From an optimization exercise on the open Yosys and OpenROAD flow, aimed at small area; shortcuts taken in it are not production practice. In this exercise RTL edits were held to simulation tests only and were not proved equivalent to the original. No activity file was given, so power comes from the tool's default toggle rates.

--- flow/design.v ---
module freq_counter
    (
        input clk,
        input reset,
        input SIGNAL,
        output [15:0] frequency
    );
    reg [2:0] SIGr;
    reg [15:0] cnt1;
    reg [15:0] freq;
    assign frequency = freq;
    wire rise = (SIGr[2:1] == 2'b01);
    wire [16:0] c;
    assign c[0] = 1'b1;
    genvar i;
    generate
        for (i = 0; i < 16; i = i + 1) begin : g_inc
            assign c[i+1] = c[i] & cnt1[i];
        end
    endgenerate
    always @(posedge clk) begin
        if (reset) begin
            SIGr <= 3'd0;
            cnt1 <= 16'd1;
            freq <= 16'd0;
        end else begin
            SIGr <= {SIGr[1:0], SIGNAL};
            if (rise) begin
                freq <= cnt1;
                cnt1 <= 16'd1;
            end else begin
                cnt1 <= cnt1 ^ c[15:0];
            end
        end
    end
endmodule
module spi_slave
    (
        input clk,
        input reset,
        input SPI_SCK,
        input SPI_SSEL,
        input SPI_MOSI,
        input [199:0] tx_data,       
        output [207:0] rx_data,      
        output rx_valid,             
        output SPI_MISO,
        output pkg_timeout
    );
    reg [2:0] SCKr;
    reg [2:0] SSELr;
    wire SCK_risingedge = (SCKr[2:1] == 2'b01);
    wire SCK_fallingedge = (SCKr[2:1] == 2'b10);
    wire SSEL_active = ~SSELr[1];
    wire SSEL_startmessage = (SSELr[2:1] == 2'b10);
    wire SSEL_endmessage = (SSELr[2:1] == 2'b01);
    reg [15:0] bitcnt;
    wire bitcnt_fb = bitcnt[15] ^ bitcnt[13] ^ bitcnt[12] ^ bitcnt[10] ^ ~|bitcnt[14:0];
    wire bitcnt_zero = ~|bitcnt;
    reg [207:0] rxs;
    reg [5:0] ms;                
    reg [4:0] mf;                
    wire [31:0] MPAT = 32'hee4e962e;     
    always @* begin
        case (ms[4:0])
            5'd0: mf = 5'd0;   5'd1: mf = 5'd1;   5'd2: mf = 5'd1;   5'd3: mf = 5'd1;
            5'd4: mf = 5'd0;   5'd5: mf = 5'd1;   5'd6: mf = 5'd3;   5'd7: mf = 5'd2;
            5'd8: mf = 5'd2;   5'd9: mf = 5'd1;   5'd10: mf = 5'd1;  5'd11: mf = 5'd4;
            5'd12: mf = 5'd1;  5'd13: mf = 5'd3;  5'd14: mf = 5'd2;  5'd15: mf = 5'd1;
            5'd16: mf = 5'd3;  5'd17: mf = 5'd1;  5'd18: mf = 5'd1;  5'd19: mf = 5'd1;
            5'd20: mf = 5'd0;  5'd21: mf = 5'd6;  5'd22: mf = 5'd1;  5'd23: mf = 5'd3;
            5'd24: mf = 5'd2;  5'd25: mf = 5'd1;  5'd26: mf = 5'd1;  5'd27: mf = 5'd1;
            5'd28: mf = 5'd0;  5'd29: mf = 5'd1;  5'd30: mf = 5'd7;  default: mf = 5'd1;
        endcase
    end
    reg [7:0] sc;                
    wire sc_fb = sc[7] ^ sc[5] ^ sc[4] ^ sc[3] ^ ~|sc[6:0];
    wire sc_done = (sc == 8'hab);
    wire mbit = sc_done & rxs[207];
    wire [5:0] ms_next = ms[5] ? (mbit ? 6'd0 : 6'd5) :
                         (mbit == MPAT[ms[4:0]]) ? ms + 6'd1 : {1'b0, mf};
    wire match = ms[5];
    reg [207:0] cmd;
    reg cmd_valid;
    assign rx_data = cmd;
    assign rx_valid = cmd_valid;
    reg [15:0] tcnt;
    wire tcnt_fb = tcnt[15] ^ tcnt[13] ^ tcnt[12] ^ tcnt[10] ^ ~|tcnt[14:0];
    wire timeout = (tcnt == 16'h8625);   
    assign pkg_timeout = timeout;
    wire accept = SSEL_endmessage & match;
    reg [199:0] txs;
    reg [7:0] txi;
    reg txz;
    wire [255:0] txall = {32'h61746164, txs, 24'd0};
    wire [255:0] txrev;
    genvar gi;
    generate
        for (gi = 0; gi < 256; gi = gi + 1) begin : g_rev
            assign txrev[gi] = txall[255 - gi];
        end
    endgenerate
    assign SPI_MISO = ~txz & txrev[txi];
    always @(posedge clk) begin
        if (reset) begin
            SCKr <= 3'd0;
            SSELr <= 3'd0;
            bitcnt <= 16'd0;
            sc <= 8'd0;
            ms <= 6'd1;
            cmd_valid <= 1'b0;
            tcnt <= 16'd0;
            txz <= 1'b1;
        end else begin
            SCKr <= {SCKr[1:0], SPI_SCK};
            SSELr <= {SSELr[1:0], SPI_SSEL};
            if (~SSEL_active) begin
                bitcnt <= 16'd0;
            end else if (SCK_risingedge) begin
                bitcnt <= {bitcnt[14:0], bitcnt_fb};
                ms <= ms_next;
                if (~sc_done)
                    sc <= {sc[6:0], sc_fb};
            end
            if (accept) begin
                cmd_valid <= 1'b1;
                tcnt <= 16'd1;
            end else if (~timeout) begin
                tcnt <= {tcnt[14:0], tcnt_fb};
            end
            if (SSEL_startmessage) begin
                txz <= 1'b0;
            end else if (SSEL_active & SCK_fallingedge & bitcnt_zero) begin
                txz <= 1'b1;
            end
        end
        if (SSEL_active & SCK_risingedge)
            rxs <= {rxs[206:0], SPI_MOSI};
        if (accept)
            cmd <= rxs;
        if (SSEL_startmessage) begin
            txs <= tx_data;
            txi <= 8'd0;
        end else if (SSEL_active & SCK_fallingedge & (txi != 8'd232)) begin
            txi <= txi + 8'd1;
        end
    end
endmodule
module stepgen
    (
        input clk,
        input reset,
        input jointEnable,
        input cmdValid,              
        input signed [31:0] jointFreqCmd,
        output signed [31:0] jointFeedback,
        output DIR,
        output STP
    );
    wire [31:0] u = jointFreqCmd;
    wire nz = |u;
    assign DIR = ~u[31] & nz & cmdValid;
    wire special = u[31] & ~|u[30:0];
    wire [31:0] v = {u[31], u[31:1]} ^ {32{DIR}};
    reg [31:0] cnt;
    reg [31:0] pos;
    reg step;
    wire [32:0] k;
    assign k[0] = DIR | u[0];
    genvar i;
    generate
        for (i = 0; i < 32; i = i + 1) begin : g_cmp
            assign k[i+1] = (cnt[i] & v[i]) | (k[i] & (cnt[i] | v[i]));
        end
    endgenerate
    wire ge = special ? (cnt[31] & cnt[30]) : k[32];
    wire hit = jointEnable & nz & ge;
    wire [32:0] ci;
    assign ci[0] = 1'b1;
    generate
        for (i = 0; i < 32; i = i + 1) begin : g_inc
            assign ci[i+1] = ci[i] & cnt[i];
        end
    endgenerate
    wire [32:0] t;
    assign t[0] = hit & step;
    generate
        for (i = 0; i < 32; i = i + 1) begin : g_pos
            assign t[i+1] = t[i] & (pos[i] ~^ DIR);
        end
    endgenerate
    assign STP = step;
    assign jointFeedback = pos;
    always @(posedge clk) begin
        if (reset) begin
            cnt <= 32'd0;
            pos <= 32'd0;
            step <= 1'b0;
        end else begin
            cnt <= hit ? 32'd0 : (cnt ^ ci[31:0]);
            pos <= pos ^ t[31:0];
            step <= step ^ hit;
        end
    end
endmodule
module pwm
    (
        input clk,
        input reset,
        input valid,                 
        input [15:0] dty0,
        input [15:0] dty1,
        output pwm0,
        output pwm1
    );
    reg [15:0] cnt;
    reg rPwm0, rPwm1;
    wire [16:0] c;
    assign c[0] = 1'b1;
    genvar i;
    generate
        for (i = 0; i < 16; i = i + 1) begin : g_inc
            assign c[i+1] = c[i] & cnt[i];
        end
    endgenerate
    always @(posedge clk) begin
        if (reset) begin
            cnt <= 16'd0;
            rPwm0 <= 1'b0;
            rPwm1 <= 1'b0;
        end else begin
            cnt <= cnt ^ c[15:0];
            rPwm0 <= valid & (cnt < dty0);
            rPwm1 <= valid & (cnt < dty1);
        end
    end
    assign pwm0 = rPwm0;
    assign pwm1 = rPwm1;
endmodule
module top (
        input sysclk_in,
        input reset,
        output ERROR_OUT,
        input VIN0,
        input VIN1,
        input SPI_MOSI,
        output SPI_MISO,
        input SPI_SCK,
        input SPI_SSEL,
        output STP0,
        output DIR0,
        output STP1,
        output DIR1,
        output STP2,
        output DIR2,
        output STP3,
        output DIR3,
        output STP4,
        output DIR4,
        output DOUT0,
        output DOUT1,
        output DOUT2,
        output DOUT3,
        output DOUT4,
        output DOUT5,
        input DIN0,
        input DIN1,
        input DIN2,
        input DIN3,
        input DIN4,
        output PWMOUT0,
        output PWMOUT1,
        output ENA
    );
    wire ERROR;
    assign ERROR_OUT = ERROR;
    wire [207:0] rx_data;
    wire rx_valid;
    wire [31:0] jointFreqCmd0 = {rx_data[183:176], rx_data[191:184], rx_data[199:192], rx_data[207:200]};
    wire [31:0] jointFreqCmd1 = {rx_data[151:144], rx_data[159:152], rx_data[167:160], rx_data[175:168]};
    wire [31:0] jointFreqCmd2 = {rx_data[119:112], rx_data[127:120], rx_data[135:128], rx_data[143:136]};
    wire [31:0] jointFreqCmd3 = {rx_data[87:80], rx_data[95:88], rx_data[103:96], rx_data[111:104]};
    wire [31:0] jointFreqCmd4 = {rx_data[55:48], rx_data[63:56], rx_data[71:64], rx_data[79:72]};
    wire [15:0] setPoint0 = {rx_data[39:32], rx_data[47:40]};
    wire [15:0] setPoint1 = {rx_data[23:16], rx_data[31:24]};
    wire [4:0] jointEnable = rx_data[12:8] & {5{rx_valid}};
    assign DOUT5 = rx_data[5] & rx_valid;
    assign DOUT4 = rx_data[4] & rx_valid;
    assign DOUT3 = rx_data[3] & rx_valid;
    assign DOUT2 = rx_data[2] & rx_valid;
    assign DOUT1 = rx_data[1] & rx_valid;
    assign DOUT0 = rx_data[0] & rx_valid;
    assign ENA = (|jointEnable) & ~ERROR;
    wire [31:0] jointFeedback0;
    wire [31:0] jointFeedback1;
    wire [31:0] jointFeedback2;
    wire [31:0] jointFeedback3;
    wire [31:0] jointFeedback4;
    wire [15:0] processVariable0;
    wire [15:0] processVariable1;
    wire [199:0] tx_data = {
        jointFeedback0[7:0], jointFeedback0[15:8], jointFeedback0[23:16], jointFeedback0[31:24],
        jointFeedback1[7:0], jointFeedback1[15:8], jointFeedback1[23:16], jointFeedback1[31:24],
        jointFeedback2[7:0], jointFeedback2[15:8], jointFeedback2[23:16], jointFeedback2[31:24],
        jointFeedback3[7:0], jointFeedback3[15:8], jointFeedback3[23:16], jointFeedback3[31:24],
        jointFeedback4[7:0], jointFeedback4[15:8], jointFeedback4[23:16], jointFeedback4[31:24],
        processVariable0[7:0], processVariable0[15:8],
        processVariable1[7:0], processVariable1[15:8],
        3'b000, DIN4, DIN3, DIN2, DIN1, DIN0
    };
    freq_counter freq_counter0 (
        .clk (sysclk_in),
        .reset (reset),
        .frequency (processVariable0),
        .SIGNAL (VIN0)
    );
    freq_counter freq_counter1 (
        .clk (sysclk_in),
        .reset (reset),
        .frequency (processVariable1),
        .SIGNAL (VIN1)
    );
    spi_slave spi1 (
        .clk (sysclk_in),
        .reset (reset),
        .SPI_SCK (SPI_SCK),
        .SPI_SSEL (SPI_SSEL),
        .SPI_MOSI (SPI_MOSI),
        .SPI_MISO (SPI_MISO),
        .rx_data (rx_data),
        .rx_valid (rx_valid),
        .tx_data (tx_data),
        .pkg_timeout (ERROR)
    );
    stepgen stepgen0 (
        .clk (sysclk_in),
        .reset (reset),
        .jointEnable (jointEnable[0] & ~ERROR),
        .cmdValid (rx_valid),
        .jointFreqCmd (jointFreqCmd0),
        .jointFeedback (jointFeedback0),
        .DIR (DIR0),
        .STP (STP0)
    );
    stepgen stepgen1 (
        .clk (sysclk_in),
        .reset (reset),
        .jointEnable (jointEnable[1] & ~ERROR),
        .cmdValid (rx_valid),
        .jointFreqCmd (jointFreqCmd1),
        .jointFeedback (jointFeedback1),
        .DIR (DIR1),
        .STP (STP1)
    );
    stepgen stepgen2 (
        .clk (sysclk_in),
        .reset (reset),
        .jointEnable (jointEnable[2] & ~ERROR),
        .cmdValid (rx_valid),
        .jointFreqCmd (jointFreqCmd2),
        .jointFeedback (jointFeedback2),
        .DIR (DIR2),
        .STP (STP2)
    );
    stepgen stepgen3 (
        .clk (sysclk_in),
        .reset (reset),
        .jointEnable (jointEnable[3] & ~ERROR),
        .cmdValid (rx_valid),
        .jointFreqCmd (jointFreqCmd3),
        .jointFeedback (jointFeedback3),
        .DIR (DIR3),
        .STP (STP3)
    );
    stepgen stepgen4 (
        .clk (sysclk_in),
        .reset (reset),
        .jointEnable (jointEnable[4] & ~ERROR),
        .cmdValid (rx_valid),
        .jointFreqCmd (jointFreqCmd4),
        .jointFeedback (jointFeedback4),
        .DIR (DIR4),
        .STP (STP4)
    );
    pwm pwm01 (
        .clk (sysclk_in),
        .reset (reset),
        .valid (rx_valid),
        .dty0 (setPoint0),
        .dty1 (setPoint1),
        .pwm0 (PWMOUT0),
        .pwm1 (PWMOUT1)
    );
endmodule
--- flow/flow/run.sh ---
#!/bin/bash
# Own layout flow: the standard layout (standard.sh, all ORFS steps) with
# these changes:
# - synthesis maps the logic with an area-oriented ABC script (see
#   area_synth.tcl); the registers are exactly the standard synthesis's;
# - clock tree synthesis gets its own arguments (CTS below: clkbuf_16 sink
#   clusters, no dummy loads);
# - the port buffers are buf_1 cells (PORTBUF below); every port still gets one.
# The make output goes to flow_make.log in the work folder; each ORFS step's
# own log is under orfs/logs/.
set -euo pipefail
W=$(pwd)
export AREA_ABC_SCRIPT="$W/flow/abc_area.script"
export FLOW_SYNTH_TCL="$W/synth_recipe.tcl"
CTS='-sink_clustering_enable -repair_clock_nets -sink_clustering_size 32 -sink_clustering_max_diameter 70 -buf_list sky130_fd_sc_hd__clkbuf_16 -dont_use_dummy_load'
PORTBUF='-buffer_cell sky130_fd_sc_hd__buf_1'
sed "s#SYNTH_SCRIPT=[^ ]*#SYNTH_SCRIPT=$W/flow/area_synth.tcl 'CTS_ARGS=$CTS' 'BUFFER_PORTS_ARGS=$PORTBUF'#" standard.sh > area_standard.sh
grep -q "SYNTH_SCRIPT=$W/flow/area_synth.tcl" area_standard.sh
bash area_standard.sh > flow_make.log 2>&1
test -f out/final.def
--- flow/flow/abc_area.script ---
strash
dc2
dch -f
amap -F 20 -A 20 -C 5000
topo
--- flow/flow/area_synth.tcl ---
# The standard synthesis script (synth_recipe.tcl), run unchanged except that
# ABC maps the logic with an area-oriented script (abc_area.script) instead of
# ORFS's delay-oriented one. ABC only maps combinational logic: the registers
# are mapped before it runs, so they are exactly the standard synthesis's.
proc abc {args} {
  set i [lsearch -exact $args -script]
  if { $i >= 0 } {
    lset args [expr {$i + 1}] $::env(AREA_ABC_SCRIPT)
  }
  yosys abc {*}$args
}
source $::env(FLOW_SYNTH_TCL)
--- flow/standard.sh ---
#!/bin/bash
# synth_recipe.tcl (not shown) runs the flow's synth.tcl, then flattens the netlist and writes it again
# the make line also repeats each setting of config.mk as NAME=value (left out here)
make -C /OpenROAD-flow-scripts/flow DESIGN_CONFIG=/design/flow/config.mk WORK_HOME=/design/flow/orfs CLKGATE_MAP_FILE= SYNTH_SCRIPT=/design/flow/synth_recipe.tcl "${@:-finish}"
--- flow/config.mk ---
export PLATFORM = sky130hd
export DESIGN_NAME = top
export DESIGN_NICKNAME = top
export VERILOG_FILES = /design/flow/design.v
export SDC_FILE = /design/flow/constraint.sdc
export NUM_CORES = 4
export LEC_CHECK = 0
export CAP_MARGIN = 20
export CORE_MARGIN = 2
export CORE_UTILIZATION = 80
export SLEW_MARGIN = 20
--- flow/constraint.sdc ---
create_clock -name core_clock -period 20.0 [get_ports {sysclk_in}]
set_input_delay 4.0000 -clock core_clock [delete_from_list [all_inputs] [get_ports {sysclk_in}]]
set_output_delay 4.0000 -clock core_clock [all_outputs]
set_load 0.01 [all_outputs]
==> results of run 1 <==
-- per-stage QoR --
step	instance area (um^2)	utilization, %
final	45900	85.4
after global routing	45900	85.4
after CTS	45900	85.3
after detailed placement	44800	83.2
after global placement	44800	83.2
after floorplan	43500	-
-- cell type report --
| type | count | share of cell area, % |
|---|---|---|
| Clock buffer | 45 | 2.45 |
| Multi-Input combinational cell | 2291 | 32.0 |
| Sequential cell | 1086 | 60.6 |
| Timing Repair Buffer | 67 | 0.920 |
| Tap cell | 696 | 1.90 |
| Inverter | 258 | 2.12 |
-- path summary, 6_finish.rpt --
check                                        end  slack, ps
worst max-delay path            stepgen4.pos[31]       6560
worst min-delay path               spi1.cmd[128]        420
worst max register to register  stepgen4.pos[31]       6560
worst min register to register     spi1.cmd[128]        420
-- logic make-up (layout without fill, tap and decap cells) --
| group | count (synthesis) | in the layout | synth area share, % |
|---|---|---|---|
| flops | 1086 | 1086 | 64.0 |
| simple gates | 1044 | 1044 | 11.4 |
| compound gates | 1010 | 1010 | 15.6 |
| fa+ha+maj | 237 | 237 | 6.82 |
| buf+inv | 260 | 370 | 2.24 |
-- power by group through the flow --
stage	Clock, W	Sequential (W)	Combinational (W)
after global routing	0.00111	0.00237	0.000233
after global placement	0	0.00242	0.000205
after floorplan	0	0.00243	0.000114
after detailed placement	0	0.00242	0.000213
final	0.00103	0.00237	0.000221
after CTS	0.00104	0.00237	0.000216
-- layer usage --
| metal | global-route usage [%] | up-vias | part of all wire [%] |
|---|---|---|---|
| li1 | - | 13900 | - |
| met1 | 40.3 | 14300 | 38 |
| met5 | 0 | - | 0 |
| met2 | 57.9 | 1310 | 50 |
| met3 | 4.26 | 335 | 7.0 |
| met4 | 14.6 | 0 | 4.2 |
-- cells in the mapped netlist (22+ instances only) --
cell type    n  area, um^2
edfxtp_1   608       18300
nor2_1     542        2030
dfxtp_1    478        9570
clkinv_1   258         968
nor2b_1    257        1610
ha_1       237        2970
a21oi_1    234        1170
o21ai_0    182         911
o22ai_1    125         782
a211oi_1    99         743
a22oi_1     99         743
nand2_1     60         225
a221oi_1    59         517
nor3_1      49         245
o221a_1     41         462
nor4_1      39         244
and3_1      35         219
o221ai_1    33         289
a222oi_1    22         220
nand4_1     22         138
-- layout by cell type (no fill, tap or decap), types with 9 or more instances in the layout --
cell	synthesis	layout
a211oi_1	99	99
a21boi_0	9	9
a21oi_1	234	234
a221oi_1	59	59
a222oi_1	22	22
a22o_1	18	18
a22oi_1	99	99
a31oi_1	11	11
and3_1	35	35
buf_1	2	31
buf_4	0	32
clkbuf_16	0	45
clkinv_1	258	252
dfxtp_1	478	475
edfxtp_1	608	608
ha_1	237	237
nand2_1	60	60
nand3_1	17	17
nand4_1	22	22
nor2_1	542	538
nor2b_1	257	257
nor3_1	49	48
nor4_1	39	39
o21a_1	20	20
o21ai_0	182	182
o221a_1	41	41
o221ai_1	33	33
o22ai_1	125	125
-- flip-flops by register name, indices dropped and copies added (netlist names), 32 cells and up --
name / flops
stepgen2.cnt: 32
stepgen1.pos: 32
spi1.rxs: 208
stepgen0.pos: 32
stepgen2.pos: 32
spi1.txs: 197
stepgen4.cnt: 32
stepgen3.pos: 32
stepgen1.cnt: 32
spi1.cmd: 203
stepgen3.cnt: 32
stepgen0.cnt: 32
stepgen4.pos: 32
==> flow_summary.toml, run 1 <==
[status]
status = "timing/DRC/antenna clean"

[timing]
fmax_mhz = 74.4
fin_crit_sh_pct = 67.2
slew_viol_final = 0
fin_worst_skew_ps = 38.4
setup-violations-final = 0
holdWs_ps = 423
slew_headroom_pct = 26.8
worst_pin_slew_ps = 1100
rsz0062_at_grt = "no"
fin_crit_ps = 13440
hold_viol = 0
tns_ps = 0
layout_setup_ws_ps = 6560

[floorplanning]
core_area_um2 = 53800
num_rows = 85
die_w_um = 237
die-area_um2 = 56300
die_h_um = 237
ios = 33
initial_core_util_pct = 80.8

[clocking]
cts_resized = 0
cts_buffers = 45
clockBufferDepth = 3
clkTransAtPathRegs_ps = 110
post_cts_buffers = 0
htree_num_levels = 2
root_buffer = "clkbuf_16"
hold_buffers = 0
tritoncts = "done"
clock_latency_ps = 630
cts_sinks = 1086

[place]
pre_cts_slack_ps = 7050
place_congestion = 0.882
dpl.hpwl_mm = 58.3
numPortBuffers = 32
numPlacedInstances = 4397

[pwr]
p_int_w = 0.00283
p_clk_share_pct = 28.5
power_w = 0.00363
p_leak_nw = 15.7
p_sw_w = 0.000800
ir_drop_mv = 0.0767
switching_share_pct = 22.1
pwr-share-seq_pct = 65.4
power.density_nw_per_um2 = 78.9
combPwrFrac_pct = 6.1

[drt]
first_iter_violations = 2786
via_per_inst = 6.71
vias = 29800
drc = 0
postRouteAntennaNets = 0
dr.pass1.iters = 8
wirelength_mm = 91.9
wl_per_cell_um = 20.7

[yosys]
synth_async_sr_flop_share_pct = 0
synthFlopType = "edfxtp_1"
avgSynthCellArea_um2 = 12.0
synth_edf_count = 608
synth_seq_cells = 1086
ys.warnings.count = 4
synth_nets = 3886
ys_types = 52
syn-instance-count = 3637
yosysSeqAreaShare_pct = 64.0
netlist_area_um2 = 43500

[worst_setup_path]
path_buf_inv = 3
max_stage_delay_ps = 570
path_class = "reg -> reg"
path_delay_family = "compound AO/OA/AOI/OAI gates"
path_max_fanout = 47
cp.arrival_ps = 13960
critical_path.startpoint = "spi1.cmd[71]"
crit_required_ps = 20520
endpoint_kind = "register"
crit_top_cell = "o221a_1"
cp_num_cells = 71
startpoint_type = "register"
r2r_start = "spi1.cmd[71]"
ff2ff_path_depth = 71
critPathSlowestCell = "clkinv_1"

[cells_and_area]
fin_cells = 4443
area_delta_synth_final_pct = 5.62
drive_gt1_share_pct = 2.54
fillers = 2637
nets = 3998
diodes = 0
multiInputGateArea_um2 = 14700
seq_area_um2 = 27800

[global_route]
grt_usage_pct = 32.6
grt_pass1_vias = 30100
antenna_found_initial = 0
grt-ovfl-total = 0
grt_max_degree = 165
grt_pass1_wl_mm = 148

[worst_hold_path]
min_path_cells = 0
hp-start = "spi1.rxs[128]"
hold_path.class = "reg -> reg"

[run]
maxCapViolations = 0
==> inputs of run 2 (changes only) <==
--- a/flow/design.v
+++ b/flow/design.v
@@ -158,23 +158,24 @@
         output STP
     );
     wire [31:0] u = jointFreqCmd;
-    wire nz = |u;
-    assign DIR = ~u[31] & nz & cmdValid;
-    wire special = u[31] & ~|u[30:0];
-    wire [31:0] v = {u[31], u[31:1]} ^ {32{DIR}};
+    wire z30 = ~|u[30:0];
+    wire nz = u[31] | ~z30;
+    wire dir = ~u[31] & ~z30;
+    assign DIR = dir & cmdValid;
+    wire special = u[31] & z30;
+    wire [31:0] v = {~special, 1'b1, u[30:1] ^ {30{dir}}};
     reg [31:0] cnt;
     reg [31:0] pos;
     reg step;
     wire [32:0] k;
-    assign k[0] = DIR | u[0];
+    assign k[0] = dir | u[0];
     genvar i;
     generate
         for (i = 0; i < 32; i = i + 1) begin : g_cmp
             assign k[i+1] = (cnt[i] & v[i]) | (k[i] & (cnt[i] | v[i]));
         end
     endgenerate
-    wire ge = special ? (cnt[31] & cnt[30]) : k[32];
-    wire hit = jointEnable & nz & ge;
+    wire hit = jointEnable & nz & k[32];
     wire [32:0] ci;
     assign ci[0] = 1'b1;
     generate
@@ -186,7 +187,7 @@
     assign t[0] = hit & step;
     generate
         for (i = 0; i < 32; i = i + 1) begin : g_pos
-            assign t[i+1] = t[i] & (pos[i] ~^ DIR);
+            assign t[i+1] = t[i] & (pos[i] ~^ dir);
         end
     endgenerate
     assign STP = step;
--- a/flow/config.mk
+++ b/flow/config.mk
@@ -5,7 +5,7 @@
 export SDC_FILE = /design/flow/constraint.sdc
 export NUM_CORES = 4
 export LEC_CHECK = 0
-export CAP_MARGIN = 20
+export CAP_MARGIN = 0
 export CORE_MARGIN = 2
 export CORE_UTILIZATION = 80
-export SLEW_MARGIN = 20
+export SLEW_MARGIN = 0
==> run 2 against run 1 <==
- synthesized cell count is 0.16% higher
- count of clock-buffer cells in the layout stayed put
- critical endpoint is now stepgen1.pos[30]
- still clean on timing, DRC and antenna
- area after synthesis is 0.33% higher
- maximum frequency is 9.7% higher
- routed wire length hardly changed
- cell count is 0.18% higher
- largest power group unchanged
- power is 0.19% higher
- sequential share of layout area is 0.22 points lower
- global-route usage is 0.097 points higher
- utilization is 0.14 points higher
==> flow_summary.toml, run 2 <==
[yosys]
syn-instance-count = 3643
synthFlopType = "edfxtp_1"
synth-simple-area-share_pct = 10.6
synth-xor-area-share_pct = 0
synth_compound_gate_area_share_pct = 16.0
synth_area_leaders = "edfxtp_1 (42%), dfxtp_1 (22%), ha_1 (6.8%), nor2_1 (4.0%), nor2b_1 (3.6%)"
synth_nets = 3892
synth_async_sr_flop_share_pct = 0
synth_top_area_cell = "edfxtp_1"
avgSynthCellArea_um2 = 12.0
yosys-mux-area-fraction_pct = 0
yosysMostFrequentCell = "edfxtp_1"
ys_types = 50
synth_seq_cells = 1086
yosysSeqAreaShare_pct = 63.8
synth_top_family_by_area = "compound AO/OA/AOI/OAI gates"
yosys-top-cells-count = "edfxtp_1 (608), dfxtp_1 (478), nor2_1 (463)"
synth_top_area_share_pct = 41.8
ys.warnings.count = 4
netlist_area_um2 = 43600
synth_edf_count = 608
synthAdderAreaFrac_pct = 6.79

[clocking]
clkTransAtPathRegs_ps = 110
root_buffer = "clkbuf_16"
post_cts_buffers = 0
clock_latency_ps = 640
hold_buffers = 0
htree_num_levels = 2
cts_resized = 0
tritoncts = "done"
cts_sinks = 1086
clockBufferDepth = 3
cts_buffers = 45

[worst_setup_path]
path_class = "reg -> reg"
reg2reg_to = "stepgen1.pos[30]"
crit_required_ps = 20550
ff2ff_path_depth = 64
startpoint_type = "register"
r2r_slack_ps = 7740
r2r_start = "spi1.cmd[145]"
path_max_fanout = 54
cp.arrival_ps = 12810
max_stage_delay_ps = 610
critPathSlowestCell = "nor4_1"
crit_top_cell = "a211oi_1"
endpoint_kind = "register"

[cells_and_area]
largest_reg_flops = 208
area_delta_synth_final_pct = 5.65
final_util_pct = 85.5
regMostFlops = "spi1.rxs"
nets = 4004
seq_area_um2 = 27800
final_common_cell = "edfxtp_1"
drive_gt1_share_pct = 2.53
multiInputGateArea_um2 = 14600
fillers = 2649
reg_top3 = "spi1.rxs (208), spi1.cmd (203), spi1.txs (197)"
layout_common_cells = "edfxtp_1 (608), dfxtp_1 (476), nor2_1 (455)"

[floorplanning]
num_rows = 85
die_w_um = 238
initial_core_util_pct = 80.9
core_area_um2 = 53900
die_h_um = 238
ios = 33
die-area_um2 = 56400

[pwr]
p_sw_w = 0.000802
p_leak_nw = 15.6
power.density_nw_per_um2 = 78.8
p_int_w = 0.00283
switching_share_pct = 22.1
p_clk_share_pct = 28.4
combPwrFrac_pct = 6.3
pwr-share-seq_pct = 65.2
ir_drop_mv = 0.0984

[timing]
setup-violations-final = 0
tns_ps = 0
worst_pin_slew_ps = 1160
fin_crit_sh_pct = 61.3
hold_viol = 0
fmax_mhz = 81.6
fin_crit_ps = 12260
slew_headroom_pct = 22.9
fin_worst_skew_ps = 43.5
slew_viol_final = 0
layout_setup_ws_ps = 7740
rsz0062_at_grt = "no"

[place]
place_congestion = 0.838
numPortBuffers = 32
pre_cts_slack_ps = 8170
dpl.hpwl_mm = 57.6

[global_route]
grt_pass1_wl_mm = 148
grt_usage_pct = 32.7
grt-ovfl-total = 0
grt_max_degree = 149
antenna_found_initial = 1
grt_pass1_vias = 29900

[worst_hold_path]
hp-start = "spi1.rxs[194]"
min_path_cells = 0
worstHoldEndpoint = "spi1.rxs[195]"
hold_path.class = "reg -> reg"

[drt]
postRouteAntennaNets = 0
first_iter_violations = 2819
wl_met2_mm = 46.2
wirelength_mm = 91.9
dr.pass1.iters = 7
route.met3.wl_mm = 6.33
wl_met1_mm = 36.0
via_per_inst = 6.70
top_layer = "met4"
wl_per_cell_um = 20.6
vias = 29800
drc = 0

[status]
status = "timing/DRC/antenna clean"

[run]
maxCapViolations = 0
==> run 2: cells by family after synthesis <==
logic type	Yosys count
buf+inv	337
simple gates	965
fa+ha+maj	237
flops	1086
compound gates	1018
==> run 2: layout make-up <==
class / instances / area share [%]
flip-flops and latches: 1086 / 60.3
well taps: 696 / 1.89
repair buffers: 67 / 0.866
inverters: 335 / 2.74
multi-input cells: 2220 / 31.7
clock buffers: 45 / 2.44
diodes: 2 / 0.0109
==> run 2: worst max-delay path by stage <==
stage	start	to	slack, ps	cells after the start
finish	spi1.cmd[145]	stepgen1.pos[30]	7740	64
global route	spi1.cmd[145]	stepgen1.pos[31]	6600	65
CTS	spi1.cmd[145]	stepgen1.pos[31]	8060	65
detailed placement	spi1.cmd[145]	stepgen1.pos[31]	8170	65
global placement	spi1.cmd[146]	stepgen1.pos[31]	8990	65
floorplan	spi1.SSELr[1]	spi1.tcnt[4]	2260	4
==> run 2: power groups by stage <==
stage	clock network (W)	registers, W	logic (W)
floorplan	0	0.00243	0.000122
global placement	0	0.00242	0.000216
detailed placement	0	0.00242	0.000224
CTS	0.00105	0.00237	0.000225
global route	0.00111	0.00237	0.000243
finish	0.00103	0.00237	0.000229
==> run 2: critical path, delay by kind of cell (launching register included) <==
| kind | cells | cell delay, ps |
|---|---|---|
| simple gates | 14 | 2990 |
| flops | 1 | 430 |
| buf+inv | 4 | 910 |
| fa+ha+maj | 1 | 190 |
| compound gates | 45 | 7620 |
==> run 2: per-layer routing <==
metal  track usage [%]  up-vias
met5                 0        -
met4              12.8        0
met3              4.53      290
met2              57.7     1252
met1              41.2    14400
li1                  -    13900
==> run 2: through the flow <==
| step | hold WS, ps | instance area [um^2] | total power [W] | instances |
|---|---|---|---|---|
| global route | 419 | 46100 | 0.00373 | 4449 |
| floorplan | 400 | 43600 | 0.00255 | 3643 |
| global placement | 406 | 45000 | 0.00264 | 4404 |
| finish | 423 | 46100 | 0.00363 | 4451 |
| CTS | 417 | 46100 | 0.00364 | 4449 |
| detailed placement | 408 | 45000 | 0.00264 | 4404 |
==> inputs of run 3 (changes only) <==
--- a/flow/config.mk
+++ b/flow/config.mk
@@ -5,7 +5,7 @@
 export SDC_FILE = /design/flow/constraint.sdc
 export NUM_CORES = 4
 export LEC_CHECK = 0
-export CAP_MARGIN = 0
+export CAP_MARGIN = 20
 export CORE_MARGIN = 2
 export CORE_UTILIZATION = 80
-export SLEW_MARGIN = 0
+export SLEW_MARGIN = 20
==> run 3 against run 2 <==
- first-iteration DRC count fell by 0.39%
- utilization about the same
- sequential power barely moved
- flip-flop and latch count did not move
- area after synthesis did not move
- clock power about the same
==> flow_summary.toml, run 3 <==
[status]
status = "timing/DRC/antenna clean"

[global_route]
grt_max_degree = 149
grt_usage_pct = 32.7
antenna_found_initial = 1
grt-ovfl-total = 0
grt_pass1_wl_mm = 148
grt_pass1_vias = 29900

[yosys]
synth_area_leaders = "edfxtp_1 (42%), dfxtp_1 (22%), ha_1 (6.8%), nor2_1 (4.0%), nor2b_1 (3.6%)"
netlist_area_um2 = 43600
yosysSeqAreaShare_pct = 63.8
syn-instance-count = 3643
yosys-top-cells-count = "edfxtp_1 (608), dfxtp_1 (478), nor2_1 (463)"
ys.warnings.count = 4
synth_top_area_share_pct = 41.8
synth_nets = 3892
synth_top_area_cell = "edfxtp_1"
synth_edf_count = 608
yosysMostFrequentCell = "edfxtp_1"
ys_types = 50
synth_seq_cells = 1086
avgSynthCellArea_um2 = 12.0
synthFlopType = "edfxtp_1"
synth_async_sr_flop_share_pct = 0

[worst_setup_path]
cp.arrival_ps = 12790
crit_top_cell = "a211oi_1"
startpoint_type = "register"
endpoint_kind = "register"
crit_required_ps = 20550
critPathSlowestCell = "nor4_1"
ff2ff_path_depth = 64
path_max_fanout = 54
path_class = "reg -> reg"
max_stage_delay_ps = 610

[place]
place_congestion = 0.838
numPortBuffers = 32
dpl.hpwl_mm = 57.6

[timing]
fin_crit_sh_pct = 61.2
fin_worst_skew_ps = 42.7
fin_crit_ps = 12240
setup-violations-final = 0
fmax_mhz = 81.7
slew_viol_final = 0
slew_headroom_pct = 32.8
holdWs_ps = 423
rsz0062_at_grt = "no"
worst_pin_slew_ps = 1000
hold_viol = 0
tns_ps = 0

[worst_hold_path]
min_path_cells = 0
hold_path.class = "reg -> reg"

[drt]
drc = 0
first_iter_violations = 2808
wirelength_mm = 91.9
postRouteAntennaNets = 0
dr.pass1.iters = 6
vias = 29900
via_per_inst = 6.71
wl_per_cell_um = 20.6

[cells_and_area]
regMostFlops = "spi1.rxs"
nets = 4004
final_util_pct = 85.5
final_common_cell = "edfxtp_1"
largest_reg_flops = 208
area_delta_synth_final_pct = 5.66
drive_gt1_share_pct = 2.53
reg_top3 = "spi1.rxs (208), spi1.cmd (203), spi1.txs (197)"
fillers = 2649
layout_common_cells = "edfxtp_1 (608), dfxtp_1 (476), nor2_1 (455)"

[run]
maxCapViolations = 0

[clocking]
clock_latency_ps = 640
root_buffer = "clkbuf_16"
cts_resized = 0
tritoncts = "done"
hold_buffers = 0
clockBufferDepth = 3
cts_buffers = 45
cts_sinks = 1086
post_cts_buffers = 0
htree_num_levels = 2
clkTransAtPathRegs_ps = 110

[floorplanning]
core_area_um2 = 53900
initial_core_util_pct = 80.9
ios = 33
die_w_um = 238
die-area_um2 = 56400
die_h_um = 238
num_rows = 85

[pwr]
p_leak_nw = 15.6
ir_drop_mv = 0.0984
power.density_nw_per_um2 = 78.8
==> run 3: final timing paths <==
| check | from | to | slack, ps |
|---|---|---|---|
| setup reg to reg | spi1.cmd[145] | stepgen1.pos[30] | 7760 |
| hold reg to reg | spi1.rxs[194] | spi1.rxs[195] | 420 |
| hold / removal | spi1.rxs[194] | spi1.rxs[195] | 420 |
| setup / recovery | spi1.cmd[145] | stepgen1.pos[30] | 7760 |
==> run 3: routing by layer <==
layer	global-route usage (%)	vias up	wire (um)
li1	-	13900	-
met4	12.8	0	3440
met3	4.53	293	6210
met5	0	-	0
met2	57.7	1281	46100
met1	41.2	14400	36200
==> run 3: power breakdown <==
group | leakage [nW] | total (W) | switching (W) | internal (W)
clock | 0.555 | 0.00103 | 0.000628 | 0.000405
combinational | 6.73 | 0.000229 | 0.000160 | 0.0000684
sequential | 8.36 | 0.00237 | 0.0000136 | 0.00236
total | 15.6 | 0.00363 | 0.000801 | 0.00283
==> run 3: cell families (layout without fill, tap and decap cells) <==
group	after synthesis	count (layout)	share of synthesized area [%]
flops	1086	1086	63.8
compound gates	1018	1018	16.0
simple gates	965	965	10.6
buf+inv	337	447	2.90
fa+ha+maj	237	237	6.79
other cells	0	1	0
==> run 3: critical path: cells and delay by family, from the launching register on <==
kind                     cells  cell delay [ps]
flip-flops                   1              430
buffers and inverters        4              910
AO/OA/AOI/OAI               45             7620
AND/OR/NAND/NOR             14             2980
adder cells (fa/ha/maj)      1              190
==> run 3: stage by stage <==
stage	total power [W]	std cells	instance area (um^2)	setup slack [ps]
floorplan	0.00255	3643	43600	2260
global placement	0.00264	4404	45000	8990
detailed placement	0.00264	4404	45000	8170
CTS	0.00364	4449	46100	8060
global route	0.00373	4449	46100	6600
finish	0.00363	4450	46100	7760
==> run 3: cell type report <==
cell class | instances | area [um^2] | area share [%]
multi-input combinational | 2220 | 14600 | 31.7
tap | 696 | 871 | 1.89
clock buffer | 45 | 1130 | 2.44
inverter | 335 | 1260 | 2.74
sequential | 1086 | 27800 | 60.3
antenna | 1 | 2.50 | 0.00543
timing repair buffer | 67 | 403 | 0.874
==> inputs of run 4 (changes only) <==
--- a/flow/design.v
+++ b/flow/design.v
@@ -54,9 +54,7 @@
     wire SSEL_active = ~SSELr[1];
     wire SSEL_startmessage = (SSELr[2:1] == 2'b10);
     wire SSEL_endmessage = (SSELr[2:1] == 2'b01);
-    reg [15:0] bitcnt;
-    wire bitcnt_fb = bitcnt[15] ^ bitcnt[13] ^ bitcnt[12] ^ bitcnt[10] ^ ~|bitcnt[14:0];
-    wire bitcnt_zero = ~|bitcnt;
+    reg bitseen;                 
     reg [207:0] rxs;
     reg [5:0] ms;                
     reg [4:0] mf;                
@@ -74,8 +72,8 @@
         endcase
     end
     reg [7:0] sc;                
-    wire sc_fb = sc[7] ^ sc[5] ^ sc[4] ^ sc[3] ^ ~|sc[6:0];
-    wire sc_done = (sc == 8'hab);
+    wire sc_fb = sc[7] ^ sc[5] ^ sc[4] ^ sc[3];
+    wire sc_done = (sc == 8'h57);
     wire mbit = sc_done & rxs[207];
     wire [5:0] ms_next = ms[5] ? (mbit ? 6'd0 : 6'd5) :
                          (mbit == MPAT[ms[4:0]]) ? ms + 6'd1 : {1'b0, mf};
@@ -85,8 +83,8 @@
     assign rx_data = cmd;
     assign rx_valid = cmd_valid;
     reg [15:0] tcnt;
-    wire tcnt_fb = tcnt[15] ^ tcnt[13] ^ tcnt[12] ^ tcnt[10] ^ ~|tcnt[14:0];
-    wire timeout = (tcnt == 16'h8625);   
+    wire tcnt_fb = tcnt[15] ^ tcnt[13] ^ tcnt[12] ^ tcnt[10];
+    wire timeout = (tcnt == 16'h0c4a);   
     assign pkg_timeout = timeout;
     wire accept = SSEL_endmessage & match;
     reg [199:0] txs;
@@ -100,37 +98,45 @@
             assign txrev[gi] = txall[255 - gi];
         end
     endgenerate
-    assign SPI_MISO = ~txz & txrev[txi];
+    wire [15:0] txlo, txhi, txrow;
+    generate
+        for (gi = 0; gi < 16; gi = gi + 1) begin : g_sel
+            assign txlo[gi] = (txi[3:0] == gi);
+            assign txhi[gi] = (txi[7:4] == gi);
+            assign txrow[gi] = |(txrev[16*gi +: 16] & txlo);
+        end
+    endgenerate
+    assign SPI_MISO = ~txz & |(txrow & txhi);
     always @(posedge clk) begin
         if (reset) begin
             SCKr <= 3'd0;
             SSELr <= 3'd0;
-            bitcnt <= 16'd0;
-            sc <= 8'd0;
+            bitseen <= 1'b0;
+            sc <= 8'd1;
             ms <= 6'd1;
             cmd_valid <= 1'b0;
-            tcnt <= 16'd0;
+            tcnt <= 16'd1;
             txz <= 1'b1;
         end else begin
             SCKr <= {SCKr[1:0], SPI_SCK};
             SSELr <= {SSELr[1:0], SPI_SSEL};
             if (~SSEL_active) begin
-                bitcnt <= 16'd0;
+                bitseen <= 1'b0;
             end else if (SCK_risingedge) begin
-                bitcnt <= {bitcnt[14:0], bitcnt_fb};
+                bitseen <= 1'b1;
                 ms <= ms_next;
                 if (~sc_done)
                     sc <= {sc[6:0], sc_fb};
             end
             if (accept) begin
                 cmd_valid <= 1'b1;
-                tcnt <= 16'd1;
+                tcnt <= 16'd2;       
             end else if (~timeout) begin
                 tcnt <= {tcnt[14:0], tcnt_fb};
             end
             if (SSEL_startmessage) begin
                 txz <= 1'b0;
-            end else if (SSEL_active & SCK_fallingedge & bitcnt_zero) begin
+            end else if (SSEL_active & SCK_fallingedge & ~bitseen) begin
                 txz <= 1'b1;
             end
         end
--- a/flow/config.mk
+++ b/flow/config.mk
@@ -7,5 +7,5 @@
 export LEC_CHECK = 0
 export CAP_MARGIN = 20
 export CORE_MARGIN = 2
-export CORE_UTILIZATION = 80
+export CORE_UTILIZATION = 85
 export SLEW_MARGIN = 20
==> run 4 against run 3 <==
- sequential share of layout area increased by 0.67 points
- global-route usage grew 5.1 points
- utilization rose by 5.0 points
- sequential power about the same
- die area fell by 7.8%
- worst setup slack worse by 1400 ps
- first-iteration DRC count is 41% higher
- final area is 2.2% lower
- maximum frequency fell by 10%
- critical path type unchanged
==> flow_summary.toml, run 4 <==
[worst_setup_path]
cp.arrival_ps = 14160
path_class = "reg -> reg"
crit_top_cell = "o221a_1"
r2r_start = "spi1.cmd[101]"
endpoint_kind = "register"
max_stage_delay_ps = 690
critPathSlowestCell = "nor4_1"
crit_required_ps = 20510
path_max_fanout = 15
critical_path.startpoint = "spi1.cmd[101]"
startpoint_type = "register"

[yosys]
synth_nets = 3771
yosysMostFrequentCell = "edfxtp_1"
yosys-top-cells-count = "edfxtp_1 (608), dfxtp_1 (463), nor2_1 (449)"
avgSynthCellArea_um2 = 12.1
synthFlopType = "edfxtp_1"
ys_types = 47
synth_seq_cells = 1071
netlist_area_um2 = 42700
syn-instance-count = 3521
synth_area_leaders = "edfxtp_1 (43%), dfxtp_1 (22%), ha_1 (7.0%), nor2_1 (3.9%), nor2b_1 (3.7%)"
synth_edf_count = 608
synth_top_area_share_pct = 42.8
yosysSeqAreaShare_pct = 64.5
synth_top_area_cell = "edfxtp_1"
ys.warnings.count = 4
synth_async_sr_flop_share_pct = 0

[clocking]
clockBufferDepth = 3
root_buffer = "clkbuf_16"
clkTransAtPathRegs_ps = 120
post_cts_buffers = 0
tritoncts = "done"
cts_buffers = 43
clock_latency_ps = 630
hold_buffers = 0
cts_resized = 0
cts_sinks = 1071
htree_num_levels = 2

[floorplanning]
num_rows = 82
die_w_um = 228
core_area_um2 = 49900
die_h_um = 228
die-area_um2 = 52000
initial_core_util_pct = 85.6
ios = 33

[timing]
holdWs_ps = 424
setup-violations-final = 0
slew_viol_final = 0
tns_ps = 0
fin_worst_skew_ps = 36.8
slew_headroom_pct = 21.9
fmax_mhz = 73.3
rsz0062_at_grt = "no"
fin_crit_ps = 13650
hold_viol = 0
worst_pin_slew_ps = 1170
fin_crit_sh_pct = 68.2

[drt]
dr.pass1.iters = 9
via_per_inst = 6.95
wl_per_cell_um = 22.9
drc = 0
first_iter_violations = 3967
postRouteAntennaNets = 0
vias = 30000
wirelength_mm = 98.5

[global_route]
met1_usage_pct = 47.3
met2_usage_pct = 65.1
grt-ovfl-total = 0
use_met3_pct = 6.88
grt_pass1_wl_mm = 156
antenna_found_initial = 2
grt_max_degree = 140
grt_pass1_vias = 30000
grt.busiest_layer = "met2"
grt_usage_pct = 37.8

[cells_and_area]
fin_cells = 4309
drive_gt1_share_pct = 2.75
fin_area_um2 = 45100
largest_reg_flops = 208
layout_common_cells = "edfxtp_1 (608), dfxtp_1 (463), nor2_1 (439)"
regMostFlops = "spi1.rxs"
nets = 3887
final_common_cell = "edfxtp_1"
area_delta_synth_final_pct = 5.70
reg_top3 = "spi1.rxs (208), spi1.cmd (203), spi1.txs (197)"

[place]
numPlacedInstances = 4264
dpl.hpwl_mm = 62.2
place_congestion = 0.871
numPortBuffers = 32
dpl_cell_area_um2 = 44000

[pwr]
ir_drop_mv = 0.0811
power.density_nw_per_um2 = 77.3
power_w = 0.00349
p_leak_nw = 15.3

[status]
status = "timing/DRC/antenna clean"

[worst_hold_path]
hp-start = "spi1.SSELr[0]"
hold_path.class = "reg -> reg"

[run]
maxCapViolations = 0
## run 4: cell types whose count changed after synthesis, sizes merged, moves of 15 or more
cell / change
o21ai: -20
o221a: -24
dfxtp: -15
nand2: -26
o22ai: -22
a222oi: +25
## run 4: layout make-up
cell class	count	area [um^2]
Antenna cell	2	5.00
Clock buffer	43	1080
Fill cell	1973	4750
Inverter	330	1250
Multi-Input combinational cell	2118	14000
Sequential cell	1071	27500
Tap cell	672	841
Timing Repair Buffer	73	444
## run 4: stage by stage
| stage | setup slack, ps | utilization (%) |
|---|---|---|
| after global routing | 5700 | 90.5 |
| after global placement | 8880 | 88.3 |
| after CTS | 6890 | 90.5 |
| final | 6350 | 90.5 |
| after detailed placement | 7480 | 88.3 |
| after floorplan | 4410 | - |
## run 4: cell families after synthesis
logic type,Yosys count,share of synthesized area (%)
DFF,1071,64.5
adders and majority gates,238,6.98
buffers and inverters,332,2.92
AOI/OAI and AO/OA,944,15.0
and+or+nand+nor,936,10.7
## run 4: final timing paths
path                            slack, ps                to  cells after the start
worst min-delay path                  420     spi1.SSELr[1]                      1
worst max-delay path                 6350  stepgen3.pos[31]                     66
worst min register to register        420     spi1.SSELr[1]                      1
worst max register to register       6350  stepgen3.pos[31]                     66
## run 4: power breakdown
part	switching (W)	internal, W
clock	0.000623	0.000389
combinational	0.0000998	0.0000403
sequential	0.0000115	0.00233
total	0.000734	0.00275
## run 4: critical path, delay by kind of cell, from the launching register on
family                   cells  cell delay, ps
AO/OA/AOI/OAI               55           10270
flip-flops                   1             470
AND/OR/NAND/NOR              9            2290
adder cells (fa/ha/maj)      1             190
buffers and inverters        1             320
## run 4: layer usage
metal  vias to the layer above  part of all wire (%)
met5                         -                0.0091
met4                         2                   4.7
met3                       418                   9.5
met2                      1871                    50
met1                     14300                    36
li1                      13400                     -
==> inputs of run 5 (changes only) <==
--- a/flow/config.mk
+++ b/flow/config.mk
@@ -7,5 +7,5 @@
 export LEC_CHECK = 0
 export CAP_MARGIN = 20
 export CORE_MARGIN = 2
-export CORE_UTILIZATION = 85
+export CORE_UTILIZATION = 80
 export SLEW_MARGIN = 20
==> run 5 against run 4 <==
- still clean
- routed wire length down 9.1%
- area after synthesis unchanged
- first-iteration DRC count fell by 32%
- sequential share of layout area is 0.073 points lower
- final area increased by 0.12%
- clock skew increased by 15 ps
- flip-flop and latch count is the same
- via count is 4.3% lower
- global-route usage is 5.8 points lower
==> flow_summary.toml, run 5 <==
[status]
status = "timing/DRC/antenna clean"

[pwr]
power.density_nw_per_um2 = 77.2
p_leak_nw = 15.3
power_w = 0.00349
ir_drop_mv = 0.0865

[timing]
slew_viol_final = 0
setup-violations-final = 0
worst_pin_slew_ps = 1150
rsz0062_at_grt = "no"
fin_crit_ps = 12800
fin_worst_skew_ps = 51.6
tns_ps = 0
slew_headroom_pct = 23.1
fin_crit_sh_pct = 64.0
hold_viol = 0
fmax_mhz = 78.1

[drt]
wl_per_cell_um = 20.7
drc = 0
postRouteAntennaNets = 0
first_iter_violations = 2713
dr.pass1.iters = 9
via_per_inst = 6.63
wirelength_mm = 89.6
vias = 28700

[clocking]
clkTransAtPathRegs_ps = 110
cts_resized = 0
tritoncts = "done"
htree_num_levels = 2
clock_latency_ps = 630
hold_buffers = 0
cts_sinks = 1071
root_buffer = "clkbuf_16"
cts_buffers = 44
post_cts_buffers = 0
clockBufferDepth = 3

[cells_and_area]
regMostFlops = "spi1.rxs"
fin_area_um2 = 45200
layout_common_cells = "edfxtp_1 (608), dfxtp_1 (463), nor2_1 (437)"
fillers = 2601
fin_cells = 4325
diodes = 0
final_util_pct = 85.8
reg_top3 = "spi1.rxs (208), spi1.cmd (203), spi1.txs (197)"
nets = 3889
drive_gt1_share_pct = 2.86
area_delta_synth_final_pct = 5.83
largest_reg_flops = 208
final_common_cell = "edfxtp_1"

[yosys]
yosys-top-cells-count = "edfxtp_1 (608), dfxtp_1 (463), nor2_1 (449)"
synth_top_area_share_pct = 42.8
yosysSeqAreaShare_pct = 64.5
synth_nets = 3771
avgSynthCellArea_um2 = 12.1
yosysMostFrequentCell = "edfxtp_1"
ys_types = 47
synth_edf_count = 608
syn-instance-count = 3521
netlist_area_um2 = 42700
synth_async_sr_flop_share_pct = 0
synth_top_area_cell = "edfxtp_1"
synth_area_leaders = "edfxtp_1 (43%), dfxtp_1 (22%), ha_1 (7.0%), nor2_1 (3.9%), nor2b_1 (3.7%)"
synth_seq_cells = 1071
synthFlopType = "edfxtp_1"
ys.warnings.count = 4

[global_route]
grt_usage_pct = 32.0
grt_pass1_wl_mm = 143
antenna_found_initial = 1
grt_max_degree = 161
grt_pass1_vias = 28200
grt-ovfl-total = 0

[floorplanning]
initial_core_util_pct = 81.1
core_area_um2 = 52700
die_h_um = 235
num_rows = 84
ios = 33
die-area_um2 = 55200
die_w_um = 235

[place]
dpl.hpwl_mm = 59.0
numPlacedInstances = 4281
numPortBuffers = 32
dpl_cell_area_um2 = 44100
place_congestion = 0.897

[worst_setup_path]
max_stage_delay_ps = 720
critPathSlowestCell = "nor4_1"
path_max_fanout = 34
r2r_slack_ps = 7200
r2r_start = "spi1.cmd[105]"
crit_end = "stepgen3.pos[30]"
ff2ff_path_depth = 67
path_class = "reg -> reg"
crit_top_cell = "o221a_1"
cp.arrival_ps = 13330
startpoint_type = "register"
endpoint_kind = "register"
critical_path.startpoint = "spi1.cmd[105]"
reg2reg_to = "stepgen3.pos[30]"
crit_required_ps = 20530

[run]
maxCapViolations = 0

[worst_hold_path]
hold_path.class = "reg -> reg"
run 5: through the flow:
stage | worst slack, ps | hold WS (ps)
global route | 5960 | 426
floorplan | 4410 | 400
detailed placement | 7530 | 412
global placement | 8320 | 402
finish | 7200 | 428
CTS | 7240 | 422
run 5: cells by family (layout without fill, tap and decap cells):
family | count (synthesis) | in the layout | synth area share, %
AOI/OAI and AO/OA | 944 | 944 | 15.0
adders and majority gates | 238 | 238 | 6.98
DFF | 1071 | 1071 | 64.5
and+or+nand+nor | 936 | 936 | 10.7
buffers and inverters | 332 | 448 | 2.92
run 5: worst min path at each step:
stage / start / endpoint / depth (start not counted)
6_report: freq_counter1.freq[7] / spi1.txs[23] / 0
5_1_grt: spi1.rxs[138] / spi1.rxs[139] / 0
4_1_cts: freq_counter1.freq[7] / spi1.txs[23] / 0
3_5_place_dp: spi1.rxs[13] / spi1.rxs[14] / 0
3_3_place_gp: spi1.rxs[6] / spi1.rxs[7] / 0
2_1_floorplan: spi1.rxs[13] / spi1.rxs[14] / 0
run 5: layer usage:
metal / vias to the layer above / global-route usage (%) / wire (um)
li1: 13400 / - / -
met1: 13800 / 40.9 / 35100
met2: 1202 / 55.1 / 44400
met3: 265 / 5.19 / 6780
met4: 2 / 12.8 / 3360
met5: - / 0 / 12
run 5: power by group:
group	total [W]	switching (W)	internal, W
logic	0.000138	0.0000975	0.0000409
registers	0.00234	0.0000109	0.00233
clock network	0.00101	0.000616	0.000397
total	0.00349	0.000724	0.00276
run 5: final cells by class:
type | instances | area (um^2) | share of cell area, %
sequential | 1071 | 27500 | 60.9
inverter | 330 | 1250 | 2.78
tap | 688 | 861 | 1.91
multi-input combinational | 2118 | 14000 | 30.9
clock buffer | 44 | 1100 | 2.44
timing repair buffer | 74 | 452 | 1.00
run 5: critical path, delay by kind of cell, from the launching register on:
family,cells,cell delay [ps]
AND/OR/NAND/NOR,10,2080
flip-flops,1,460
buffers and inverters,2,690
AO/OA/AOI/OAI,54,9240
adder cells (fa/ha/maj),1,200
==> inputs of run 6 (changes only) <==
--- a/flow/design.v
+++ b/flow/design.v
@@ -55,7 +55,8 @@
     wire SSEL_startmessage = (SSELr[2:1] == 2'b10);
     wire SSEL_endmessage = (SSELr[2:1] == 2'b01);
     reg bitseen;                 
-    reg [207:0] rxs;
+    reg [207:0] rxsn;                
+    wire [207:0] rxs = ~rxsn;
     reg [5:0] ms;                
     reg [4:0] mf;                
     wire [31:0] MPAT = 32'hee4e962e;     
@@ -78,7 +79,8 @@
     wire [5:0] ms_next = ms[5] ? (mbit ? 6'd0 : 6'd5) :
                          (mbit == MPAT[ms[4:0]]) ? ms + 6'd1 : {1'b0, mf};
     wire match = ms[5];
-    reg [207:0] cmd;
+    reg [207:0] cmdn;                
+    wire [207:0] cmd = ~cmdn;
     reg cmd_valid;
     assign rx_data = cmd;
     assign rx_valid = cmd_valid;
@@ -141,9 +143,9 @@
             end
         end
         if (SSEL_active & SCK_risingedge)
-            rxs <= {rxs[206:0], SPI_MOSI};
+            rxsn <= {rxsn[206:0], ~SPI_MOSI};
         if (accept)
-            cmd <= rxs;
+            cmdn <= rxsn;
         if (SSEL_startmessage) begin
             txs <= tx_data;
             txi <= 8'd0;
--- a/flow/config.mk
+++ b/flow/config.mk
@@ -8,4 +8,5 @@
 export CAP_MARGIN = 20
 export CORE_MARGIN = 2
 export CORE_UTILIZATION = 80
+export PLACE_DENSITY = 0.85
 export SLEW_MARGIN = 20
==> run 6 against run 5 <==
- area after synthesis is 0.87% lower
- clock skew is 16 ps lower
- critical endpoint is now stepgen4.pos[31]
- register-to-register slack better by 440 ps
- combinational power is 5% lower
- first-iteration DRC count is 6.9% higher
- clock power hardly changed
- still clean
- via count is 2.2% lower
- worst hold slack worse by 13 ps
==> flow_summary.toml, run 6 <==
[status]
status = "timing/DRC/antenna clean"

[floorplanning]
die_w_um = 234
ios = 33
die-area_um2 = 54700
core_area_um2 = 52400
initial_core_util_pct = 80.7
die_h_um = 234
num_rows = 84

[timing]
fin_worst_skew_ps = 35.8
holdWs_ps = 415
rsz0062_at_grt = "no"
worst_pin_slew_ps = 1190
setup-violations-final = 0
slew_viol_final = 0
fmax_mhz = 80.9
fin_crit_sh_pct = 61.8
hold_viol = 0
fin_crit_ps = 12360
slew_headroom_pct = 20.8
tns_ps = 0

[yosys]
synth_seq_cells = 1071
yosysSeqAreaShare_pct = 65.1
ys.warnings.count = 4
synth_async_sr_flop_share_pct = 0
synth_area_leaders = "edfxtp_1 (43%), dfxtp_1 (22%), ha_1 (7.0%), nor2_1 (4.6%), nor2b_1 (3.7%)"
avgSynthCellArea_um2 = 12.3
synth_top_area_share_pct = 43.2
netlist_area_um2 = 42300
synth_top_area_cell = "edfxtp_1"
syn-instance-count = 3433
synthFlopType = "edfxtp_1"
yosys-top-cells-count = "edfxtp_1 (608), nor2_1 (518), dfxtp_1 (463)"
synth_nets = 3683
yosysMostFrequentCell = "edfxtp_1"
ys_types = 47
synth_edf_count = 608

[worst_setup_path]
path_max_fanout = 26
path_delay_family = "compound AO/OA/AOI/OAI gates"
ff2ff_path_depth = 70
critPathSlowestCell = "clkinv_1"
endpoint_kind = "register"
max_stage_delay_ps = 580
path_buf_inv = 2
path_class = "reg -> reg"
r2r_slack_ps = 7640
cp.arrival_ps = 12840
r2r_start = "spi1.cmdn[78]"
critical_path.startpoint = "spi1.cmdn[78]"
crit_end = "stepgen4.pos[31]"
startpoint_type = "register"
reg2reg_to = "stepgen4.pos[31]"
crit_top_cell = "o221a_1"
cp_num_cells = 70
crit_required_ps = 20480

[clocking]
tritoncts = "done"
cts_buffers = 44
hold_buffers = 0
clock_latency_ps = 620
cts_resized = 0
clkTransAtPathRegs_ps = 110
clockBufferDepth = 3
htree_num_levels = 2
cts_sinks = 1071
root_buffer = "clkbuf_16"
post_cts_buffers = 0

[worst_hold_path]
hold_path.class = "reg -> reg"

[cells_and_area]
multiInputGateArea_um2 = 14100
drive_gt1_share_pct = 2.80
reg_top3 = "spi1.rxsn (208), spi1.cmdn (203), spi1.txs (197)"
nets = 3789
largest_reg_flops = 208
area_delta_synth_final_pct = 5.65
fillers = 2631
diodes = 0
layout_common_cells = "edfxtp_1 (608), nor2_1 (505), dfxtp_1 (463)"
seq_area_um2 = 27500
final_common_cell = "edfxtp_1"
regMostFlops = "spi1.rxsn"

[drt]
dr.pass1.iters = 6
top_layer = "met4"
wl_per_cell_um = 20.7
route.met3.wl_mm = 5.77
drc = 0
vias = 28000
via_per_inst = 6.63
wirelength_mm = 87.6
postRouteAntennaNets = 0
wl_met2_mm = 44.1
first_iter_violations = 2899
wl_met1_mm = 34.5

[place]
dpl.hpwl_mm = 56.2
numPortBuffers = 32
place_congestion = 0.850

[global_route]
grt_pass1_vias = 27700
grt_max_degree = 158
grt-ovfl-total = 0
grt_usage_pct = 31.9
grt_pass1_wl_mm = 138
antenna_found_initial = 0

[run]
maxCapViolations = 0

[pwr]
ir_drop_mv = 0.0921
power.density_nw_per_um2 = 77.8
p_leak_nw = 15.0
==> run 6: changes by cell type in the layout (fill, tap and decap cells not counted), sizes merged, moves of 11 or more <==
cell,change
nor2,+69
nand2,-31
nor4,-14
o22ai,-61
a21oi,+61
clkinv,-126
buf,-12
a211oi,-26
nand4,+14
a221oi,+11
==> run 6: logic make-up after synthesis <==
kind of cell	Yosys count	share of synthesized area (%)
AO/OA/AOI/OAI	942	15.0
AND/OR/NAND/NOR	973	11.1
buffers and inverters	209	1.85
flip-flops	1071	65.1
adder cells (fa/ha/maj)	238	7.04
==> run 6: area by class of cell <==
type | instances | share of cell area (%)
multi-input combinational | 2153 | 31.4
sequential | 1071 | 61.6
timing repair buffer | 62 | 0.817
clock buffer | 44 | 2.46
inverter | 207 | 1.77
tap | 688 | 1.93
==> run 6: worst min-delay path by stage <==
stage | from | end | slack (ps) | cells after the start
global placement | freq_counter0.SIGr[1] | freq_counter0.SIGr[2] | 410 | 2
global route | freq_counter1.freq[1] | spi1.txs[17] | 440 | 0
finish | freq_counter1.freq[1] | spi1.txs[17] | 420 | 0
detailed placement | spi1.rxsn[15] | spi1.rxsn[16] | 410 | 0
CTS | freq_counter1.freq[15] | spi1.txs[15] | 410 | 0
floorplan | freq_counter0.SIGr[1] | freq_counter0.SIGr[2] | 400 | 2
==> run 6: per-layer routing <==
layer / vias to the layer above / GRT usage [%]
met4: 0 / 12.9
met1: 13500 / 40.6
met3: 239 / 3.64
met2: 1129 / 56.2
li1: 13100 / -
met5: - / 0
==> run 6: power breakdown <==
part | switching, W | total (W) | internal [W]
clock | 0.000616 | 0.00101 | 0.000397
combinational | 0.0000922 | 0.000131 | 0.0000386
sequential | 0.0000107 | 0.00234 | 0.00232
total | 0.000719 | 0.00348 | 0.00276
==> run 6: stage by stage <==
step           area, um^2  worst slack [ps]  util (%)  instances  total power (W)
2_1_floorplan       42300              4390         -       3433          0.00246
3_3_place_gp        43600              8660      83.1       4181          0.00251
3_5_place_dp        43600              7940      83.1       4181          0.00251
4_1_cts             44700              7810      85.2       4225          0.00348
5_1_grt             44700              6430      85.2       4225          0.00356
6_report            44700              7640      85.2       4225          0.00348
==> inputs of run 7 (changes only) <==
--- a/flow/config.mk
+++ b/flow/config.mk
@@ -8,5 +8,4 @@
 export CAP_MARGIN = 20
 export CORE_MARGIN = 2
 export CORE_UTILIZATION = 80
-export PLACE_DENSITY = 0.85
 export SLEW_MARGIN = 20
==> run 7 against run 6 <==
- still clean on timing, DRC and antenna
- critical path depth unchanged
- flip-flop and latch count is the same
- first-iteration DRC count unchanged
- synthesized cell count did not move
- worst hold slack stayed put
- maximum frequency stayed put
- final area unchanged
- power unchanged
- sequential share of layout area unchanged
- clock power hardly changed
- critical path type unchanged
- critical endpoint unchanged
==> flow_summary.toml, run 7 <==
[cells_and_area]
nets = 3789
regMostFlops = "spi1.rxsn"
largest_reg_flops = 208
fin_cells = 4225
area_delta_synth_final_pct = 5.65
fin_area_um2 = 44700
fillers = 2631
drive_gt1_share_pct = 2.80
diodes = 0
final_common_cell = "edfxtp_1"
reg_top3 = "spi1.rxsn (208), spi1.cmdn (203), spi1.txs (197)"
layout_common_cells = "edfxtp_1 (608), nor2_1 (505), dfxtp_1 (463)"

[yosys]
synth_area_leaders = "edfxtp_1 (43%), dfxtp_1 (22%), ha_1 (7.0%), nor2_1 (4.6%), nor2b_1 (3.7%)"
ys_types = 47
synth_edf_count = 608
synth_async_sr_flop_share_pct = 0
synth_nets = 3683
syn-instance-count = 3433
yosysMostFrequentCell = "edfxtp_1"
synth_top_area_cell = "edfxtp_1"
synth_top_area_share_pct = 43.2
netlist_area_um2 = 42300
ys.warnings.count = 4
avgSynthCellArea_um2 = 12.3
yosysSeqAreaShare_pct = 65.1
yosys-top-cells-count = "edfxtp_1 (608), nor2_1 (518), dfxtp_1 (463)"
synth_seq_cells = 1071
synthFlopType = "edfxtp_1"

[global_route]
grt-ovfl-total = 0
antenna_found_initial = 0
grt_pass1_vias = 27700
grt_pass1_wl_mm = 138
grt_max_degree = 158
grt_usage_pct = 31.9

[timing]
fin_worst_skew_ps = 35.8
slew_viol_final = 0
slew_headroom_pct = 20.8
holdWs_ps = 415
rsz0062_at_grt = "no"
fmax_mhz = 80.9
fin_crit_sh_pct = 61.8
worst_pin_slew_ps = 1190
fin_crit_ps = 12360
tns_ps = 0
setup-violations-final = 0
hold_viol = 0

[drt]
dr.pass1.iters = 6
drc = 0
vias = 28000
first_iter_violations = 2899
postRouteAntennaNets = 0
wl_per_cell_um = 20.7
via_per_inst = 6.63
wirelength_mm = 87.6

[worst_setup_path]
startpoint_type = "register"
crit_required_ps = 20480
critPathSlowestCell = "clkinv_1"
endpoint_kind = "register"
path_delay_family = "compound AO/OA/AOI/OAI gates"
cp.arrival_ps = 12840
path_buf_inv = 2
crit_top_cell = "o221a_1"
max_stage_delay_ps = 580
path_class = "reg -> reg"
path_max_fanout = 26

[clocking]
hold_buffers = 0
post_cts_buffers = 0
clock_latency_ps = 620
cts_sinks = 1071
clkTransAtPathRegs_ps = 110
root_buffer = "clkbuf_16"
tritoncts = "done"
cts_buffers = 44
clockBufferDepth = 3
cts_resized = 0
htree_num_levels = 2

[worst_hold_path]
hold_path.class = "reg -> reg"

[status]
status = "timing/DRC/antenna clean"

[floorplanning]
num_rows = 84
die_w_um = 234
die-area_um2 = 54700
core_area_um2 = 52400
initial_core_util_pct = 80.7
ios = 33
die_h_um = 234

[run]
maxCapViolations = 0

[pwr]
p_leak_nw = 15.0
power_w = 0.00348
ir_drop_mv = 0.0921
power.density_nw_per_um2 = 77.8

[place]
dpl_cell_area_um2 = 43600
place_congestion = 0.850
dpl.hpwl_mm = 56.2
numPlacedInstances = 4181
numPortBuffers = 32
[run 7: cell counts in the layout (fill, tap and decap cells not counted)]
Identical to the previous run, type by type.
[run 7: path summary, 6_finish.rpt]
kind                                            start                to  slack, ps  depth (start not counted)
worst max-delay path                    spi1.cmdn[78]  stepgen4.pos[31]       7640                         70
worst min-delay path            freq_counter1.freq[1]      spi1.txs[17]        420                          0
worst max register to register          spi1.cmdn[78]  stepgen4.pos[31]       7640                         70
worst min register to register  freq_counter1.freq[1]      spi1.txs[17]        420                          0
[run 7: cell type report]
cell class | count | area (um^2) | share of cell area (%)
inverters | 207 | 790 | 1.77
flip-flops and latches | 1071 | 27500 | 61.6
multi-input cells | 2153 | 14100 | 31.4
clock buffers | 44 | 1100 | 2.46
well taps | 688 | 861 | 1.93
repair buffers | 62 | 365 | 0.817
[run 7: cells by family after synthesis]
kind of cell | share of synthesized area, %
compound gates | 15.0
fa+ha+maj | 7.04
buf+inv | 1.85
flops | 65.1
simple gates | 11.1
[run 7: where the power goes]
part / switching (W) / internal (W)
Combinational: 0.0000922 / 0.0000386
Sequential: 0.0000107 / 0.00232
Clock: 0.000616 / 0.000397
[run 7: per-layer routing]
layer | wire length [um] | track usage [%] | vias to the layer above
li1 | - | - | 13100
met3 | 5770 | 3.64 | 239
met5 | 0 | 0 | -
met4 | 3210 | 12.9 | 0
met1 | 34500 | 40.6 | 13500
met2 | 44100 | 56.2 | 1129
[run 7: through the flow]
| step | worst slack, ps | utilization (%) |
|---|---|---|
| after floorplan | 4390 | - |
| after global placement | 8660 | 83.1 |
| after detailed placement | 7940 | 83.1 |
| after CTS | 7810 | 85.2 |
| after global routing | 6430 | 85.2 |
| final | 7640 | 85.2 |

static timing again, ports no longer ideal:
The flow's constraints put no driver on any port. The routed layouts listed below were extracted and timed again, unchanged, in two steps. Step 1 assumes that a clkbuf_16 drives the clock port and a buf_2 every other input. Step 2, shift: input delay + t, output delay - t, t = (earliest + latest rising clock arrival at the registers) / 2. This alone moves slack from input paths to output paths. Three values: ideal, step 1, step 2; two values: the first two.
| run | t, ns | setup WS [ns] | clock arrival spread, ns |
|---|---|---|---|
| run 1 | 0.674 | 6.556 / 6.556 / 6.556 | 0.044 / 0.045 |
| run 2 | 0.685 | 7.740 / 7.740 / 7.740 | 0.048 / 0.047 |
| run 3 | 0.686 | 7.762 / 7.762 / 7.762 | 0.047 / 0.047 |
| run 4 | 0.678 | 6.352 / 6.352 / 6.352 | 0.048 / 0.048 |
| run 5 | 0.673 | 7.200 / 7.200 / 7.200 | 0.055 / 0.055 |
| run 6 | 0.674 | 7.643 / 7.643 / 7.643 | 0.046 / 0.046 |
| run 7 | 0.674 | 7.643 / 7.643 / 7.643 | 0.046 / 0.046 |
After both steps setup and hold are still met in every run listed.
